Background: an optimization exercise with open tools, aiming at small area. Do not read the settings as production practice. Where RTL was checked, it was by simulation tests only, not by an equivalence proof against the original.

// snn_core
module snn_core
#(
    parameter N_NEURONS  = 16,
    parameter ID_WIDTH   = 4,
    parameter DATA_WIDTH = 16,
    parameter FIFO_DEPTH = 16,
    parameter FIFO_AW    = 4
)
(
    input  wire                               clk,
    input  wire                               rst,
    input  wire                               ev_valid,
    input  wire [ID_WIDTH+DATA_WIDTH-1:0]     ev_data,
    input  wire                               run,
    output wire                               full,
    output wire                               empty,
    output wire [N_NEURONS-1:0]               spike_out,
    output wire [N_NEURONS*DATA_WIDTH-1:0]    potential
);
    localparam THRESHOLD = 100;
    wire [ID_WIDTH+DATA_WIDTH-1:0] head;
    fifo #(
        .DATA_WIDTH (ID_WIDTH+DATA_WIDTH),
        .FIFO_DEPTH (FIFO_DEPTH),
        .ADDR_WIDTH (FIFO_AW)
    ) u_queue (
        .clk     (clk),
        .rst     (rst),
        .wr_en   (ev_valid),
        .rd_en   (run),
        .wr_data (ev_data),
        .rd_data (head),
        .full    (full),
        .empty   (empty)
    );
    wire                  deliver = run && !empty;
    wire [ID_WIDTH-1:0]   head_id = head[ID_WIDTH+DATA_WIDTH-1:DATA_WIDTH];
    wire [DATA_WIDTH-1:0] head_w  = head[DATA_WIDTH-1:0];
    reg  [ID_WIDTH-1:0]   last_id;
    reg  [8:0]            hi_n;
    reg                   at_thr;
    reg  [ID_WIDTH-1:0]   spk_id;
    reg                   spk_v;
    wire [6:0]            lo     [0:N_NEURONS-1];
    wire [6:0]            dec    [0:N_NEURONS-1];
    wire [N_NEURONS-1:0]  zero;
    wire [N_NEURONS-1:0]  fire;
    wire [N_NEURONS-1:0]  addr;
    reg  [6:0]            sel_dec;
    reg                   sel_zero;
    integer k;
    always @(*) begin
        sel_dec  = 7'd0;
        sel_zero = 1'b0;
        for (k = 0; k < N_NEURONS; k = k + 1) begin
            sel_dec  = sel_dec  | (dec[k] & {7{addr[k]}});
            sel_zero = sel_zero | (zero[k] & addr[k]);
        end
    end
    wire [DATA_WIDTH-1:0] y_raw = head_w + {{9{sel_zero}}, sel_dec};
    wire fire_tgt = |(addr & fire);
    wire y_ok     = deliver & ~fire_tgt & ~(&y_raw);
    wire [DATA_WIDTH-1:0] y = y_raw & {DATA_WIDTH{y_ok}};
    genvar i;
    generate
        for (i = 0; i < N_NEURONS; i = i + 1) begin : g_neuron
            assign addr[i] = deliver && (head_id == i);
  ...
clock: 10.0 ns
lec_check: 0
cap_margin: 20
core_margin: 2
core_utilization: 60
cts_buf_list: sky130_fd_sc_hd__clkbuf_8
cts_cluster_diameter: 60
cts_cluster_size: 16
gpl_timing_driven: 0
place_density: 0.75
slew_margin: 20
buffer_ports_args: -buffer_cell sky130_fd_sc_hd__buf_1
standard.sh (not shown) runs the stock make flow with config.mk's settings and CLKGATE_MAP_FILE= SYNTH_SCRIPT=/design/flow/synth_recipe.tcl, a recipe that flattens the netlist after the stock synthesis.
==> flow/flow/run.sh <==
#!/bin/bash
# The standard layout with three changes:
#  - synthesis maps with an area-oriented ABC script (flow/abc_area.script:
#    delay relaxed, then an area remap; no buffering or upsizing in ABC, the
#    resizer buffers later as needed) in place of ORFS's abc_speed.script;
#  - synthesis leaves adders to ABC (no ADDER_MAP_FILE half/full adder cells);
#  - the port buffers are the smallest buffer (buf_1).
# Everything else, the synthesis script included, is the standard flow's own.
set -euo pipefail
W=$(pwd)
cat >> config.mk <<'MK'
export BUFFER_PORTS_ARGS = -buffer_cell sky130_fd_sc_hd__buf_1
export ADDER_MAP_FILE =
MK
rm -rf "$W/synth_scripts"
cp -r "$FLOW_HOME/scripts" "$W/synth_scripts"
cp "$W/flow/abc_area.script" "$W/synth_scripts/abc_speed.script"
SCRIPTS_DIR="$W/synth_scripts" bash standard.sh synth > synth_flow.log 2>&1
bash standard.sh > standard_flow.log 2>&1
==> flow/flow/abc_area.script <==
&get -n
&st
&dch
&nf -R 1000 -C 32
&put
strash
dc2
dch
amap
The baseline completed with no timing, DRC or antenna violations.
Change:
- CAP_MARGIN: 20 -> 0
- GPL_TIMING_DRIVEN: 0 -> not set
- SLEW_MARGIN: 20 -> 0
After rerunning: Utilization barely changes; maximum frequency came out higher by 5.5%; sequential cell count stays the same; area after synthesis does not change; cell area barely changes.
Change:
- CAP_MARGIN: 0 -> 20
- CORE_UTILIZATION: 60 -> 75
- GPL_TIMING_DRIVEN: not set -> 0
- PLACE_DENSITY: 0.75 -> 0.88
- SLEW_MARGIN: 0 -> 20
Effect:
- synthesized cell count is unchanged
- flip-flop and latch count does not change
- clock-buffer cell count fell by 1
- design area falls by 0.33%

* * *

Another version of the RTL of snn_core (not shown whole).
For scale: roughly 1,900 cells after synthesis, ~470 flip-flops, ~300 I/O pins, about 0.022 mm² of cells after synthesis.
==> flow/config.mk <==
export PLATFORM = sky130hd
export DESIGN_NAME = snn_core
export DESIGN_NICKNAME = snn_core
export VERILOG_FILES = /design/flow/design.v
export SDC_FILE = /design/flow/constraint.sdc
export NUM_CORES = 4
export LEC_CHECK = 0
export CAP_MARGIN = 20
export CORE_MARGIN = 2
export CORE_UTILIZATION = 60
export CTS_BUF_LIST = sky130_fd_sc_hd__clkbuf_16
export CTS_CLUSTER_DIAMETER = 80
export CTS_CLUSTER_SIZE = 30
export PLACE_DENSITY = 0.75
export SLEW_MARGIN = 20
export BUFFER_PORTS_ARGS = -buffer_cell sky130_fd_sc_hd__buf_1
==> flow/constraint.sdc <==
create_clock -name core_clock -period 10.0 [get_ports {clk}]
set_input_delay 2.0000 -clock core_clock [delete_from_list [all_inputs] [get_ports {clk}]]
set_output_delay 2.0000 -clock core_clock [all_outputs]
set_load 0.01 [all_outputs]
==> flow/flow/run.sh <==
#!/bin/bash
set -euo pipefail
echo 'export BUFFER_PORTS_ARGS = -buffer_cell sky130_fd_sc_hd__buf_1' >> config.mk
bash standard.sh > standard_flow.log 2>&1
The baseline passed the timing, DRC and antenna checks.
Rerun with:
- CTS_BUF_LIST: sky130_fd_sc_hd__clkbuf_16 -> sky130_fd_sc_hd__clkbuf_8
- CTS_CLUSTER_DIAMETER: 80 -> 60
- CTS_CLUSTER_SIZE: 30 -> 16
=> The new run completed without violations; critical path depth does not change; routed wire length hardly moves; maximum frequency barely changes; sequential cell count stays the same; worst setup slack got worse by 14 ps; cell count goes up by 1.1%; register-to-register slack hardly moves; die area is unchanged.
No functional check of the RTL was part of any run of this note.

* * *

Another version of the RTL of snn_core (not shown whole).
Size: about 1,800 cells after synthesis, roughly 470 flip-flops, ~300 I/O pins.
Settings: LEC_CHECK=0, CAP_MARGIN=20, CORE_MARGIN=2, CORE_UTILIZATION=60, CTS_BUF_LIST=sky130_fd_sc_hd__clkbuf_8, CTS_CLUSTER_DIAMETER=60, CTS_CLUSTER_SIZE=16, PLACE_DENSITY=0.75, SLEW_MARGIN=20, SYNTH_HIERARCHICAL=1, BUFFER_PORTS_ARGS=-buffer_cell sky130_fd_sc_hd__buf_1; clock period 10.0 ns.
Scripts as last shown in full above: flow/flow/run.sh
The starting point finished clean.
Edit:
--- a/flow/flow/run.sh
+++ b/flow/flow/run.sh
@@ -1,0 +2,6 @@
+# The standard layout with two changes:
+#  - synthesis maps with an area-oriented ABC script (flow/abc_area.script:
+#    delay relaxed, no buffering or upsizing in ABC; the resizer buffers
+#    later as needed) in place of ORFS's abc_speed.script;
+#  - the port buffers are the smallest buffer (buf_1).
+# Everything else, the synthesis script included, is the standard flow's own.
@@ -2,0 +9 @@
+W=$(pwd)
@@ -3,0 +11,4 @@
+rm -rf "$W/synth_scripts"
+cp -r "$FLOW_HOME/scripts" "$W/synth_scripts"
+cp "$W/flow/abc_area.script" "$W/synth_scripts/abc_speed.script"
+SCRIPTS_DIR="$W/synth_scripts" bash standard.sh synth > synth_flow.log 2>&1
==> flow/flow/abc_area.script (new file) <==
&get -n
&st
&dch
&nf -R 1000 -C 32
&put
- SYNTH_HIERARCHICAL: 1 -> default
=> Utilization rose by 2.8 points; die area fell by 8.5%; cell area fell by 6.2%; non-clock buffer count fell by 17.

* * *

## v6
Another version of the RTL of snn_core (not shown whole).
For scale: ~2,000 cells after synthesis, roughly 460 flip-flops, about 300 I/O pins, ~23,000 sq um of cells after synthesis.
make LEC_CHECK=0 CAP_MARGIN=20 CORE_MARGIN=2 CORE_UTILIZATION=40 PLACE_DENSITY=0.6 SLEW_MARGIN=20 finish   # period 10.0 ns
run.sh (not shown) runs the stock make flow with config.mk's settings and CLKGATE_MAP_FILE= SYNTH_SCRIPT=/design/flow/synth_recipe.tcl, a recipe that flattens the netlist after the stock synthesis.
Stock flow here: none of the scripts above is used.
#### Input delta (v7 over v6)
==> flow/flow/run.sh (new file) <==
#!/bin/bash
set -euo pipefail
echo 'export BUFFER_PORTS_ARGS = -buffer_cell sky130_fd_sc_hd__buf_1' >> config.mk
bash standard.sh > standard_flow.log 2>&1
==> flow/standard.sh (new file) <==
#!/bin/bash
# synth_recipe.tcl (not shown) runs the flow's synth.tcl, then flattens the netlist and writes it again
# the make line also repeats each setting of config.mk as NAME=value (left out here)
make -C /OpenROAD-flow-scripts/flow DESIGN_CONFIG=/design/flow/config.mk WORK_HOME=/design/flow/orfs CLKGATE_MAP_FILE= SYNTH_SCRIPT=/design/flow/synth_recipe.tcl "${@:-finish}"
diff --git a/flow/config.mk b/flow/config.mk
--- a/flow/config.mk
+++ b/flow/config.mk
@@ -9,4 +9,6 @@
 export CORE_MARGIN = 2
 export CORE_UTILIZATION = 40
+export CTS_BUF_LIST = sky130_fd_sc_hd__clkbuf_8
 export PLACE_DENSITY = 0.6
 export SLEW_MARGIN = 20
+export BUFFER_PORTS_ARGS = -buffer_cell sky130_fd_sc_hd__buf_1
removed: flow/run.sh
==> comparison <==
[compare] base=v6 new=v7: final cycle utilization of the critical path grew by 3.5 points; initial antenna violation count has increased.
Number of iterations in the first detailed-routing pass delta for v7 relative to v6: 1 lower
The final cell count in v7 was higher than what v6 gave.
Cell count after placement of v6 is on par with v7.

[afterwards: timing with drivers on the ports]
In the flow no input, the clock included, has a driving cell. The finished layouts below were timed again as built, in two steps.
Step 1: set_driving_cell puts a clkbuf_16 on clk and a buf_2 on each other input, an assumption about the parent block.
Step 2 also shifts input and output timing later by t, the mid clock arrival at the registers, as if the neighbouring blocks saw the same clock.
a / b / c = ideal / step 1 / step 2; a / b = the first two.
run	shift t [ns]	slack for setup (ns)	worst setup path at the end	worst slew at a driven data input, ns	pins driven straight from the clock port
the first run of note 1	0.606	0.435 / 0.435 / 0.211	input to register	0.04	1
the second run of note 1	0.619	0.938 / 0.938 / 0.720	input to register	0.04	1
the third run of note 1	0.611	0.324 / 0.324 / 0.006	input to register	0.04	1
the first run of note 2	0.615	2.329 / 2.329 / 1.991	input to register	0.04	1
the second run of note 2	0.653	2.316 / 2.316 / 1.969	input to register	0.04	1
the first run of note 3	0.645	2.103 / 2.103 / 1.810	input to register	0.04	1
the second run of note 3	0.605	1.478 / 1.503 / 0.899	input to register	0.03	1
v6	0.659	2.037 / 2.037 / 1.740	input to register	0.10	1
v7	0.744	1.683 / 1.683 / 1.567	input to register	0.12	1
After both steps setup and hold are still met in every run listed. The setup slack of the second run of note 3, which loses most, moves by +0.025 ns with the drivers and by -0.579 ns with both steps.
